Context: an optimization exercise on an open-source flow, tuned for small area. The choices shown serve that exercise and are no tape-out recipe.
Function was checked by simulation only, so behaviour that the tests miss may differ from the original.

==> 11-26: inputs <==
==> flow/design.v (excerpt) <==
module processor(clk,reset,pc,instruction,backpressureslave,d_valid,d_data,a_valid,a_channel);
==> flow/config.mk <==
export PLATFORM = sky130hd
export DESIGN_NAME = processor
export DESIGN_NICKNAME = processor
export VERILOG_FILES = /design/flow/design.v
export SDC_FILE = /design/flow/constraint.sdc
export NUM_CORES = 8
export LEC_CHECK = 0
export CAP_MARGIN = 0
export CORE_MARGIN = 2
export CORE_UTILIZATION = 45
export PLACE_DENSITY = 0.6
export SLEW_MARGIN = 0
export SYNTH_HIERARCHICAL = 1
==> flow/constraint.sdc <==
create_clock -name core_clock -period 15.0 [get_ports {clk}]
set_input_delay 3.0000 -clock core_clock [delete_from_list [all_inputs] [get_ports {clk}]]
set_output_delay 3.0000 -clock core_clock [all_outputs]
set_load 0.01 [all_outputs]
standard.sh (not shown) runs the stock make flow with config.mk's settings and CLKGATE_MAP_FILE= SYNTH_SCRIPT=/design/flow/synth_recipe.tcl, a recipe that flattens the netlist after the stock synthesis.
==> flow/flow/run.sh <==
#!/bin/bash
# The standard layout (the standard.sh: unchanged synthesis and steps) with these changes,
# made through ORFS variables:
#  - the port buffers are sky130_fd_sc_hd__buf_1 instead of the delay cell buffer_ports picks;
#  - clock tree synthesis clusters at most 22 sinks within 120 um per leaf buffer, without
#    dummy loads.
# Each make run's full output goes to its own log file in this folder.
set -euo pipefail
export BUFFER_PORTS_ARGS="-buffer_cell sky130_fd_sc_hd__buf_1"
export CTS_ARGS="-sink_clustering_enable -repair_clock_nets -sink_clustering_size 22 -sink_clustering_max_diameter 120 -dont_use_dummy_load"
bash standard.sh synth > synth.log 2>&1
bash standard.sh > layout.log 2>&1
==> 09-02: changes against 11-26 <==
--- a/flow/design.v
+++ b/flow/design.v
@@ -787,57 +787,54 @@
 lc_a22o um30(.a1(t606), .a2(t564), .b1(t605), .b2(nsel), .y(p[30]));
 wire t609, t611; lc_fa ut609(.a(t543), .b(t544), .ci(t607), .s(t609), .co(t611));
 wire t610, t612; lc_fa ut610(.a(t543), .b(t544), .ci(t608), .s(t610), .co(t612));
 lc_a22o um31(.a1(t610), .a2(t564), .b1(t609), .b2(nsel), .y(p[31]));
 lc_a22o umc(.a1(t612), .a2(t564), .b1(t611), .b2(nsel), .y(co));
 endmodule
-module alu_unit(an_in, bn_in, op, z);
-input [31:0] an_in, bn_in;
+module alu_unit(a, b, op, z);
+input [31:0] a, b;
 input [3:0] op;
 output [31:0] z;
-wire [31:0] b = ~bn_in;
 wire sub   = (op == 4'd1) || (op == 4'd5) || (op == 4'd6);
 wire ad    = (op == 4'd0) || sub || (op >= 4'd13);
 wire rs    = (op == 4'd0) || (op == 4'd1) || (op >= 4'd13);
 wire full  = (op == 4'd10) || (op == 4'd11);
 wire tl    = full && (b[31:5] != 27'b0);
 wire rm    = (((op == 4'd8) || (op == 4'd9) || (op == 4'd10)) && !tl) || rs;
 wire rev   = (op == 4'd7) || (op == 4'd11);
 wire rr    = rev && !tl;
 wire shift = (op == 4'd7) || (op == 4'd8) || (op == 4'd10) || (op == 4'd11);
-wire nrev = !rev, nshift = !shift;
 reg [3:0] nlut;
 always @(*) begin
   case (op)
-    4'd2: nlut = ~4'b0001;    
-    4'd3: nlut = ~4'b0111;    
+    4'd2: nlut = ~4'b1000;    
+    4'd3: nlut = ~4'b1110;    
     4'd4: nlut = ~4'b0110;    
-    4'd12: nlut = ~4'b0101;   
+    4'd12: nlut = ~4'b1010;   
     default: nlut = 4'b1111;
   endcase
 end
-wire [31:0] noh = ~(32'b1 << b[4:0]);
-wire [31:0] an, bn, bx, ga, p;
+wire [31:0] oh = 32'b1 << b[4:0];
+wire [31:0] an, bn, bx, p;
 wire cout;
 genvar j;
 generate for (j = 0; j < 32; j = j + 1) begin : mop
-  lc_a22o  ua(.a1(an_in[j]), .a2(nrev), .b1(an_in[31-j]), .b2(rev), .y(an[j]));
-  lc_a22o  ub(.a1(bn_in[j]), .a2(nshift), .b1(noh[j]), .b2(shift), .y(bn[j]));
-  lc_xnor2 ux(.a(bn_in[j]), .b(sub), .y(bx[j]));
-  lc_inv   ui(.a(an_in[j]), .y(ga[j]));
+  lc_mux2i ua(.s(rev), .a(a[j]), .b(a[31-j]), .y(an[j]));
+  lc_mux2i ub(.s(shift), .a(b[j]), .b(oh[j]), .y(bn[j]));
+  lc_xor2  ux(.a(b[j]), .b(sub), .y(bx[j]));
 end endgenerate
-mul32 mul(.an(an), .bn(bn), .ad(ad), .ga(ga), .gb(bx), .ci(sub), .p(p), .co(cout));
-wire slt  = (ga[31] ^ b[31]) ? ga[31] : p[31];
+mul32 mul(.an(an), .bn(bn), .ad(ad), .ga(a), .gb(bx), .ci(sub), .p(p), .co(cout));
+wire slt  = (a[31] ^ b[31]) ? a[31] : p[31];
 wire sltu = !cout;
 wire [31:0] nl, y;
 generate for (j = 1; j < 32; j = j + 1) begin : res
-  lc_mux4    ul(.s1(an_in[j]), .s0(bn_in[j]), .d(nlut), .y(nl[j]));
+  lc_mux4    ul(.s1(a[j]), .s0(b[j]), .d(nlut), .y(nl[j]));
   lc_a222oi  uy(.a1(p[j]), .a2(rm), .b1(p[31-j]), .b2(rr), .c1(p[j]), .c2(rm), .y(y[j]));
   lc_nand2   uz(.a(y[j]), .b(nl[j]), .y(z[j]));
 end endgenerate
-assign z[0] = (p[0] & rm) | (p[31] & rr) | !nlut[{an_in[0], bn_in[0]}] |
+assign z[0] = (p[0] & rm) | (p[31] & rr) | !nlut[{a[0], b[0]}] |
               (slt & (op == 4'd5)) | (sltu & (op == 4'd6));
 endmodule
 module rf_unit(clk, reset, ra1, ra2, wa, wd, we, r1, r2);
 input clk, reset;
 input [4:0] ra1, ra2, wa;
 input [31:0] wd;
@@ -1077,17 +1074,18 @@
 wire sx_r = (select_x3 == 2'd0), sx_p = (select_x3 == 2'd1), sx_h = (select_x3 == 2'd2), sx_z = (select_x3 == 2'd3);
 wire sy_r = (select_y3 == 2'd0), sy_i = (select_y3 == 2'd1), sy_h = (select_y3 == 2'd2), sy_z = (select_y3 == 2'd3);
 wire sm_r = (select_md3 == 2'd0), sm_z = (select_md3 == 2'd1), sm_h = (select_md3 == 2'd2);
 wire s4_m = (select_md4 == 2'd0), s4_5 = (select_md4 == 2'd1), s4_4 = (select_md4 == 2'd2);
 wire s5_d = (select_z5 == 2'd0), s5_4 = (select_z5 == 2'd1), s5_p = select_z5[1];
 wire nhold2 = !hold2, nhold3 = !hold3, nrst = !reset;
-wire [31:0] pc_n, pcd_d, pcinc, ir2_d, x3_d, y3_d, md3_d, bra3_d, pc3_d;
-wire [31:0] operand1_n, operand2_n, md4_d, z5_d, ach_data_d;    
+wire [31:0] pc_n, pcinc, ir2_d, x3_d, y3_d, md3_d, bra3_d, pc3_d;
+wire [31:0] operand1, operand2, md4_d, z5_d, ach_data_d;
 wire [9:0]  ach_addr_d;
 wire [31:0] z4_in;
-wire [32:1] bc;
+wire [32:0] bc;
+assign bc[0] = 1'b0;
 lc_inv inc0(.a(pcd[0]), .y(pcinc[0]));
 wire [31:0] ic;
 assign ic[1] = pcd[0];
 genvar j;
 generate for (j = 1; j < 31; j = j + 1) begin : inc
   lc_ha u(.a(pcd[j]), .b(ic[j]), .s(pcinc[j]), .co(ic[j+1]));
@@ -1095,45 +1093,43 @@
 lc_xor2 inc31(.a(pcd[31]), .b(ic[31]), .y(pcinc[31]));
 generate for (j = 0; j < 32; j = j + 1) begin : dp
   wire t1, t2, t3, t4, t5, t6, t7, t8, t9, t10, t11, t12;
   lc_a222oi upc(.a1(z4[j]), .a2(spc_z4), .b1(pcinc[j]), .b2(spc_inc), .c1(pcd[j]), .c2(spc_hld), .y(t1));
   lc_nand2 upb(.a(bra4[j]), .b(spc_br), .y(t2));
   lc_nand2 upo(.a(t1), .b(t2), .y(pc_n[j]));
-  assign pcd_d[j] = !((t1 & t2) | reset);
   lc_a22o uir2(.a1(ir2[j]), .a2(hold2), .b1(instruction[j]), .b2(ld2), .y(ir2_d[j]));
   lc_a222oi ux3(.a1(r1_value[j]), .a2(sx_r), .b1(pcd[j]), .b2(sx_p), .c1(x3[j]), .c2(sx_h), .y(t3));
   lc_nand2 ux3z(.a(z5[j]), .b(sx_z), .y(t4));
   lc_nand2 ux3o(.a(t3), .b(t4), .y(x3_d[j]));
   lc_a222oi uy3(.a1(r2_value[j]), .a2(sy_r), .b1(imm2[j]), .b2(sy_i), .c1(y3[j]), .c2(sy_h), .y(t5));
   lc_nand2 uy3z(.a(z5[j]), .b(sy_z), .y(t6));
   lc_nand2 uy3o(.a(t5), .b(t6), .y(y3_d[j]));
   lc_a222oi umd3(.a1(r2_value[j]), .a2(sm_r), .b1(z5[j]), .b2(sm_z), .c1(md3[j]), .c2(sm_h), .y(t7));
   lc_inv umd3o(.a(t7), .y(md3_d[j]));
+  lc_fa uba(.a(pcd[j]), .b(imm2[j]), .ci(bc[j]), .s(bra3_d[j]), .co(bc[j+1]));
   lc_a22o upc3(.a1(pc3[j]), .a2(hold3), .b1(pcd[j]), .b2(nhold3), .y(pc3_d[j]));
-  lc_a222oi uo1(.a1(x3[j]), .a2(s1_x), .b1(z5[j]), .b2(s1_5), .c1(z4[j]), .c2(s1_4), .y(operand1_n[j]));
-  lc_a222oi uo2(.a1(y3[j]), .a2(s2_y), .b1(z5[j]), .b2(s2_5), .c1(z4[j]), .c2(s2_4), .y(operand2_n[j]));
+  lc_a222oi uo1(.a1(x3[j]), .a2(s1_x), .b1(z5[j]), .b2(s1_5), .c1(z4[j]), .c2(s1_4), .y(t8));
+  lc_inv uo1o(.a(t8), .y(operand1[j]));
+  lc_a222oi uo2(.a1(y3[j]), .a2(s2_y), .b1(z5[j]), .b2(s2_5), .c1(z4[j]), .c2(s2_4), .y(t9));
+  lc_inv uo2o(.a(t9), .y(operand2[j]));
   lc_a222oi um4(.a1(md3[j]), .a2(s4_m), .b1(z5[j]), .b2(s4_5), .c1(z4[j]), .c2(s4_4), .y(t10));
   lc_inv um4o(.a(t10), .y(md4_d[j]));
   lc_a222oi uz5(.a1(d_data[j]), .a2(s5_d), .b1(z4[j]), .b2(s5_4), .c1(pc4[j]), .c2(s5_p), .y(t12));
   lc_inv uz5o(.a(t12), .y(z5_d[j]));
   lc_a22o uad(.a1(ach_data[j]), .a2(ach_hd), .b1(md4_d[j]), .b2(ach_ld), .y(ach_data_d[j]));
 end endgenerate
-lc_ha uba0(.a(pcd[0]), .b(imm2[0]), .s(bra3_d[0]), .co(bc[1]));
-generate for (j = 1; j < 32; j = j + 1) begin : dpb
-  lc_fa uba(.a(pcd[j]), .b(imm2[j]), .ci(bc[j]), .s(bra3_d[j]), .co(bc[j+1]));
-end endgenerate
 generate for (j = 0; j < 25; j = j + 1) begin : dp3
   lc_a22o uir3(.a1(ir3[j]), .a2(hold3), .b1(ir2[j]), .b2(ld3), .y(ir3n[j]));
 end endgenerate
 generate for (j = 0; j < 10; j = j + 1) begin : dpa
   lc_a22o uaa(.a1(ach_addr[j]), .a2(ach_hd), .b1(z4_in[j]), .b2(ach_ld), .y(ach_addr_d[j]));
 end endgenerate
 assign pc = pc_n;
 rf_unit rf(.clk(clk), .reset(reset), .ra1(ir2[19:15]), .ra2(ir2[24:20]), .wa(rd5), .wd(z5), .we(reg_we),
            .r1(r1_value), .r2(r2_value));
-alu_unit alu(.an_in(operand1_n), .bn_in(operand2_n), .op(aluc3), .z(z4_in));
+alu_unit alu(.a(operand1), .b(operand2), .op(aluc3), .z(z4_in));
 reg bci;
 always @(*) begin
   bci = 1'b0;
   if (op3 == OP_B) begin
     case (f3_3)
       3'b000: bci = (z4_in == 32'b0);
@@ -1144,13 +1140,13 @@
     endcase
   end
 end
 assign a_valid = a_valid_r;
 assign a_channel = {ach_load, 2'b00, 3'b000, ach_size, 1'b0, ach_size, 2'b00, ach_addr, ach_data};
 always @(posedge clk) begin
-  pcd <= pcd_d;
+  pcd <= pc_n & {32{nrst}};
   ir2 <= ir2_d;
   ir3 <= ir3n; hi3 <= hi3n;
   ir4 <= ir4n; hi4 <= hi4n;
   ir5 <= ir5n; hi5 <= hi5n;
   s1_x <= (sel_op1n == 2'd0); s1_5 <= (sel_op1n == 2'd1); s1_4 <= sel_op1n[1];
   s2_y <= (sel_op2n == 2'd0); s2_5 <= (sel_op2n == 2'd1); s2_4 <= sel_op2n[1];
==> flow/flow/run.sh (replaced) <==
#!/bin/bash
# The standard layout (the standard.sh, unchanged synthesis and steps) with two settings
# changed through ORFS variables: the port buffers are the small sky130_fd_sc_hd__buf_2 instead of
# the delay cell buffer_ports picks by default, and clock tree synthesis clusters at most 20 sinks
# within 150 um per leaf buffer. Each make run's full output goes to its own log file here.
set -euo pipefail
export BUFFER_PORTS_ARGS="-buffer_cell sky130_fd_sc_hd__buf_2"
export CTS_ARGS="-sink_clustering_enable -repair_clock_nets -sink_clustering_size 20 -sink_clustering_max_diameter 150"
bash standard.sh synth > synth.log 2>&1
bash standard.sh > layout.log 2>&1
Settings changed: CORE_UTILIZATION 45 to 30, CTS_CLUSTER_DIAMETER set to 150, CTS_CLUSTER_SIZE set to 20, PLACE_DENSITY 0.6 to 0.45.
==> 11-13: changes against 11-26 <==
--- a/flow/design.v
+++ b/flow/design.v
@@ -787,57 +787,54 @@
 lc_a22o um30(.a1(t606), .a2(t564), .b1(t605), .b2(nsel), .y(p[30]));
 wire t609, t611; lc_fa ut609(.a(t543), .b(t544), .ci(t607), .s(t609), .co(t611));
 wire t610, t612; lc_fa ut610(.a(t543), .b(t544), .ci(t608), .s(t610), .co(t612));
 lc_a22o um31(.a1(t610), .a2(t564), .b1(t609), .b2(nsel), .y(p[31]));
 lc_a22o umc(.a1(t612), .a2(t564), .b1(t611), .b2(nsel), .y(co));
 endmodule
-module alu_unit(an_in, bn_in, op, z);
-input [31:0] an_in, bn_in;
+module alu_unit(a, b, op, z);
+input [31:0] a, b;
 input [3:0] op;
 output [31:0] z;
-wire [31:0] b = ~bn_in;
 wire sub   = (op == 4'd1) || (op == 4'd5) || (op == 4'd6);
 wire ad    = (op == 4'd0) || sub || (op >= 4'd13);
 wire rs    = (op == 4'd0) || (op == 4'd1) || (op >= 4'd13);
 wire full  = (op == 4'd10) || (op == 4'd11);
 wire tl    = full && (b[31:5] != 27'b0);
 wire rm    = (((op == 4'd8) || (op == 4'd9) || (op == 4'd10)) && !tl) || rs;
 wire rev   = (op == 4'd7) || (op == 4'd11);
 wire rr    = rev && !tl;
 wire shift = (op == 4'd7) || (op == 4'd8) || (op == 4'd10) || (op == 4'd11);
-wire nrev = !rev, nshift = !shift;
 reg [3:0] nlut;
 always @(*) begin
   case (op)
-    4'd2: nlut = ~4'b0001;    
-    4'd3: nlut = ~4'b0111;    
+    4'd2: nlut = ~4'b1000;    
+    4'd3: nlut = ~4'b1110;    
     4'd4: nlut = ~4'b0110;    
-    4'd12: nlut = ~4'b0101;   
+    4'd12: nlut = ~4'b1010;   
     default: nlut = 4'b1111;
   endcase
 end
-wire [31:0] noh = ~(32'b1 << b[4:0]);
-wire [31:0] an, bn, bx, ga, p;
+wire [31:0] oh = 32'b1 << b[4:0];
+wire [31:0] an, bn, bx, p;
 wire cout;
 genvar j;
 generate for (j = 0; j < 32; j = j + 1) begin : mop
-  lc_a22o  ua(.a1(an_in[j]), .a2(nrev), .b1(an_in[31-j]), .b2(rev), .y(an[j]));
-  lc_a22o  ub(.a1(bn_in[j]), .a2(nshift), .b1(noh[j]), .b2(shift), .y(bn[j]));
-  lc_xnor2 ux(.a(bn_in[j]), .b(sub), .y(bx[j]));
-  lc_inv   ui(.a(an_in[j]), .y(ga[j]));
+  lc_mux2i ua(.s(rev), .a(a[j]), .b(a[31-j]), .y(an[j]));
+  lc_mux2i ub(.s(shift), .a(b[j]), .b(oh[j]), .y(bn[j]));
+  lc_xor2  ux(.a(b[j]), .b(sub), .y(bx[j]));
 end endgenerate
-mul32 mul(.an(an), .bn(bn), .ad(ad), .ga(ga), .gb(bx), .ci(sub), .p(p), .co(cout));
-wire slt  = (ga[31] ^ b[31]) ? ga[31] : p[31];
+mul32 mul(.an(an), .bn(bn), .ad(ad), .ga(a), .gb(bx), .ci(sub), .p(p), .co(cout));
+wire slt  = (a[31] ^ b[31]) ? a[31] : p[31];
 wire sltu = !cout;
 wire [31:0] nl, y;
 generate for (j = 1; j < 32; j = j + 1) begin : res
-  lc_mux4    ul(.s1(an_in[j]), .s0(bn_in[j]), .d(nlut), .y(nl[j]));
+  lc_mux4    ul(.s1(a[j]), .s0(b[j]), .d(nlut), .y(nl[j]));
   lc_a222oi  uy(.a1(p[j]), .a2(rm), .b1(p[31-j]), .b2(rr), .c1(p[j]), .c2(rm), .y(y[j]));
   lc_nand2   uz(.a(y[j]), .b(nl[j]), .y(z[j]));
 end endgenerate
-assign z[0] = (p[0] & rm) | (p[31] & rr) | !nlut[{an_in[0], bn_in[0]}] |
+assign z[0] = (p[0] & rm) | (p[31] & rr) | !nlut[{a[0], b[0]}] |
               (slt & (op == 4'd5)) | (sltu & (op == 4'd6));
 endmodule
 module rf_unit(clk, reset, ra1, ra2, wa, wd, we, r1, r2);
 input clk, reset;
 input [4:0] ra1, ra2, wa;
 input [31:0] wd;
@@ -1077,17 +1074,18 @@
 wire sx_r = (select_x3 == 2'd0), sx_p = (select_x3 == 2'd1), sx_h = (select_x3 == 2'd2), sx_z = (select_x3 == 2'd3);
 wire sy_r = (select_y3 == 2'd0), sy_i = (select_y3 == 2'd1), sy_h = (select_y3 == 2'd2), sy_z = (select_y3 == 2'd3);
 wire sm_r = (select_md3 == 2'd0), sm_z = (select_md3 == 2'd1), sm_h = (select_md3 == 2'd2);
 wire s4_m = (select_md4 == 2'd0), s4_5 = (select_md4 == 2'd1), s4_4 = (select_md4 == 2'd2);
 wire s5_d = (select_z5 == 2'd0), s5_4 = (select_z5 == 2'd1), s5_p = select_z5[1];
 wire nhold2 = !hold2, nhold3 = !hold3, nrst = !reset;
-wire [31:0] pc_n, pcd_d, pcinc, ir2_d, x3_d, y3_d, md3_d, bra3_d, pc3_d;
-wire [31:0] operand1_n, operand2_n, md4_d, z5_d, ach_data_d;    
+wire [31:0] pc_n, pcinc, ir2_d, x3_d, y3_d, md3_d, bra3_d, pc3_d;
+wire [31:0] operand1, operand2, md4_d, z5_d, ach_data_d;
 wire [9:0]  ach_addr_d;
 wire [31:0] z4_in;
-wire [32:1] bc;
+wire [32:0] bc;
+assign bc[0] = 1'b0;
 lc_inv inc0(.a(pcd[0]), .y(pcinc[0]));
 wire [31:0] ic;
 assign ic[1] = pcd[0];
 genvar j;
 generate for (j = 1; j < 31; j = j + 1) begin : inc
   lc_ha u(.a(pcd[j]), .b(ic[j]), .s(pcinc[j]), .co(ic[j+1]));
@@ -1095,45 +1093,43 @@
 lc_xor2 inc31(.a(pcd[31]), .b(ic[31]), .y(pcinc[31]));
 generate for (j = 0; j < 32; j = j + 1) begin : dp
   wire t1, t2, t3, t4, t5, t6, t7, t8, t9, t10, t11, t12;
   lc_a222oi upc(.a1(z4[j]), .a2(spc_z4), .b1(pcinc[j]), .b2(spc_inc), .c1(pcd[j]), .c2(spc_hld), .y(t1));
   lc_nand2 upb(.a(bra4[j]), .b(spc_br), .y(t2));
   lc_nand2 upo(.a(t1), .b(t2), .y(pc_n[j]));
-  assign pcd_d[j] = !((t1 & t2) | reset);
   lc_a22o uir2(.a1(ir2[j]), .a2(hold2), .b1(instruction[j]), .b2(ld2), .y(ir2_d[j]));
   lc_a222oi ux3(.a1(r1_value[j]), .a2(sx_r), .b1(pcd[j]), .b2(sx_p), .c1(x3[j]), .c2(sx_h), .y(t3));
   lc_nand2 ux3z(.a(z5[j]), .b(sx_z), .y(t4));
   lc_nand2 ux3o(.a(t3), .b(t4), .y(x3_d[j]));
   lc_a222oi uy3(.a1(r2_value[j]), .a2(sy_r), .b1(imm2[j]), .b2(sy_i), .c1(y3[j]), .c2(sy_h), .y(t5));
   lc_nand2 uy3z(.a(z5[j]), .b(sy_z), .y(t6));
   lc_nand2 uy3o(.a(t5), .b(t6), .y(y3_d[j]));
   lc_a222oi umd3(.a1(r2_value[j]), .a2(sm_r), .b1(z5[j]), .b2(sm_z), .c1(md3[j]), .c2(sm_h), .y(t7));
   lc_inv umd3o(.a(t7), .y(md3_d[j]));
+  lc_fa uba(.a(pcd[j]), .b(imm2[j]), .ci(bc[j]), .s(bra3_d[j]), .co(bc[j+1]));
   lc_a22o upc3(.a1(pc3[j]), .a2(hold3), .b1(pcd[j]), .b2(nhold3), .y(pc3_d[j]));
-  lc_a222oi uo1(.a1(x3[j]), .a2(s1_x), .b1(z5[j]), .b2(s1_5), .c1(z4[j]), .c2(s1_4), .y(operand1_n[j]));
-  lc_a222oi uo2(.a1(y3[j]), .a2(s2_y), .b1(z5[j]), .b2(s2_5), .c1(z4[j]), .c2(s2_4), .y(operand2_n[j]));
+  lc_a222oi uo1(.a1(x3[j]), .a2(s1_x), .b1(z5[j]), .b2(s1_5), .c1(z4[j]), .c2(s1_4), .y(t8));
+  lc_inv uo1o(.a(t8), .y(operand1[j]));
+  lc_a222oi uo2(.a1(y3[j]), .a2(s2_y), .b1(z5[j]), .b2(s2_5), .c1(z4[j]), .c2(s2_4), .y(t9));
+  lc_inv uo2o(.a(t9), .y(operand2[j]));
   lc_a222oi um4(.a1(md3[j]), .a2(s4_m), .b1(z5[j]), .b2(s4_5), .c1(z4[j]), .c2(s4_4), .y(t10));
   lc_inv um4o(.a(t10), .y(md4_d[j]));
   lc_a222oi uz5(.a1(d_data[j]), .a2(s5_d), .b1(z4[j]), .b2(s5_4), .c1(pc4[j]), .c2(s5_p), .y(t12));
   lc_inv uz5o(.a(t12), .y(z5_d[j]));
   lc_a22o uad(.a1(ach_data[j]), .a2(ach_hd), .b1(md4_d[j]), .b2(ach_ld), .y(ach_data_d[j]));
 end endgenerate
-lc_ha uba0(.a(pcd[0]), .b(imm2[0]), .s(bra3_d[0]), .co(bc[1]));
-generate for (j = 1; j < 32; j = j + 1) begin : dpb
-  lc_fa uba(.a(pcd[j]), .b(imm2[j]), .ci(bc[j]), .s(bra3_d[j]), .co(bc[j+1]));
-end endgenerate
 generate for (j = 0; j < 25; j = j + 1) begin : dp3
   lc_a22o uir3(.a1(ir3[j]), .a2(hold3), .b1(ir2[j]), .b2(ld3), .y(ir3n[j]));
 end endgenerate
 generate for (j = 0; j < 10; j = j + 1) begin : dpa
   lc_a22o uaa(.a1(ach_addr[j]), .a2(ach_hd), .b1(z4_in[j]), .b2(ach_ld), .y(ach_addr_d[j]));
 end endgenerate
 assign pc = pc_n;
 rf_unit rf(.clk(clk), .reset(reset), .ra1(ir2[19:15]), .ra2(ir2[24:20]), .wa(rd5), .wd(z5), .we(reg_we),
            .r1(r1_value), .r2(r2_value));
-alu_unit alu(.an_in(operand1_n), .bn_in(operand2_n), .op(aluc3), .z(z4_in));
+alu_unit alu(.a(operand1), .b(operand2), .op(aluc3), .z(z4_in));
 reg bci;
 always @(*) begin
   bci = 1'b0;
   if (op3 == OP_B) begin
     case (f3_3)
       3'b000: bci = (z4_in == 32'b0);
@@ -1144,13 +1140,13 @@
     endcase
   end
 end
 assign a_valid = a_valid_r;
 assign a_channel = {ach_load, 2'b00, 3'b000, ach_size, 1'b0, ach_size, 2'b00, ach_addr, ach_data};
 always @(posedge clk) begin
-  pcd <= pcd_d;
+  pcd <= pc_n & {32{nrst}};
   ir2 <= ir2_d;
   ir3 <= ir3n; hi3 <= hi3n;
   ir4 <= ir4n; hi4 <= hi4n;
   ir5 <= ir5n; hi5 <= hi5n;
   s1_x <= (sel_op1n == 2'd0); s1_5 <= (sel_op1n == 2'd1); s1_4 <= sel_op1n[1];
   s2_y <= (sel_op2n == 2'd0); s2_5 <= (sel_op2n == 2'd1); s2_4 <= sel_op2n[1];
==> flow/flow/run.sh (replaced) <==
#!/bin/bash
# The standard layout (the standard.sh, unchanged synthesis and steps) with two settings
# changed through ORFS variables: the port buffers are the small sky130_fd_sc_hd__buf_2 instead of
# the delay cell buffer_ports picks by default, and clock tree synthesis clusters at most 20 sinks
# within 150 um per leaf buffer. Each make run's full output goes to its own log file here.
set -euo pipefail
export BUFFER_PORTS_ARGS="-buffer_cell sky130_fd_sc_hd__buf_2"
export CTS_ARGS="-sink_clustering_enable -repair_clock_nets -sink_clustering_size 20 -sink_clustering_max_diameter 150"
bash standard.sh synth > synth.log 2>&1
bash standard.sh > layout.log 2>&1
Settings changed: CAP_MARGIN 0 to 20, CORE_UTILIZATION 45 to 30, CTS_CLUSTER_DIAMETER set to 150, CTS_CLUSTER_SIZE set to 20, PLACE_DENSITY 0.6 to 0.45, SLEW_MARGIN 0 to 20.
==> metrics.yaml <==
fin_cells: 8927
seq-cell-share_pct: 38.3
crit_path_max_incr_delay_ns: 1.05
synthAdderAreaFrac_pct: 8.99
arrival_ns: 14.87
startpoint: "z4[0]"
power_frac_comb_pct: 28.0
start_util_pct: 45.3
worstSkewPairLatency_ns: 0.77
status: "timing/DRC/antenna clean"
wl_met1_um: 123000
yosysUniqueCellTypes: 89
That was 11-26.
==> metrics.yaml <==
crit_path_max_incr_delay_ns: 0.50
start_util_pct: 30.2
fin_cells: 10100
power_frac_comb_pct: 27.1
synthAdderAreaFrac_pct: 8.97
arrival_ns: 15.01
wl_met1_um: 148000
yosysUniqueCellTypes: 81
status: "timing/DRC/antenna clean"
seq-cell-share_pct: 37.2
worstSkewPairLatency_ns: 0.80
synth_area_leaders: "dfxtp_1 43%, a22o_1 14%, a222oi_1 13%, fa_1 7.9%, xor2_1 4.1%"
startpoint: "ir2[6]"
That was 11-13.
==> metrics.yaml <==
status: "timing/DRC/antenna clean"
yosysUniqueCellTypes: 81
seq-cell-share_pct: 37.3
worstSkewPairLatency_ns: 0.80
fin_cells: 10100
crit_path_max_incr_delay_ns: 0.59
startpoint: "ir2[2]"
wl_met1_um: 150000
That was 09-02.

separate check: timing with driven ports:
How much do the figures lean on ideal ports? The routed layouts below were timed once more, with nothing changed but the port constraints.
Step 1, drivers: a clkbuf_16 drives clk and a buf_2 each remaining input, both assumed.
Step 2, shift: input delay + t, output delay - t, t = (earliest + latest rising clock arrival at the registers) / 2. This alone moves slack from input paths to output paths.
Three values: no drivers, after step 1, after step 2; two values: the first two.
run	shift t [ns]	setup WS [ns]	worst hold slack (ns)	worst slew at a driven data input, ns
11-26	0.800	0.744 / 0.744 / 0.744	0.290 / 0.290 / 0.290	0.05
09-02	0.864	0.657 / 0.657 / 0.657	0.315 / 0.315 / 0.315	0.06
11-13	0.874	0.632 / 0.632 / 0.632	0.329 / 0.329 / 0.329	0.05
After both steps setup and hold are still met in every run listed.
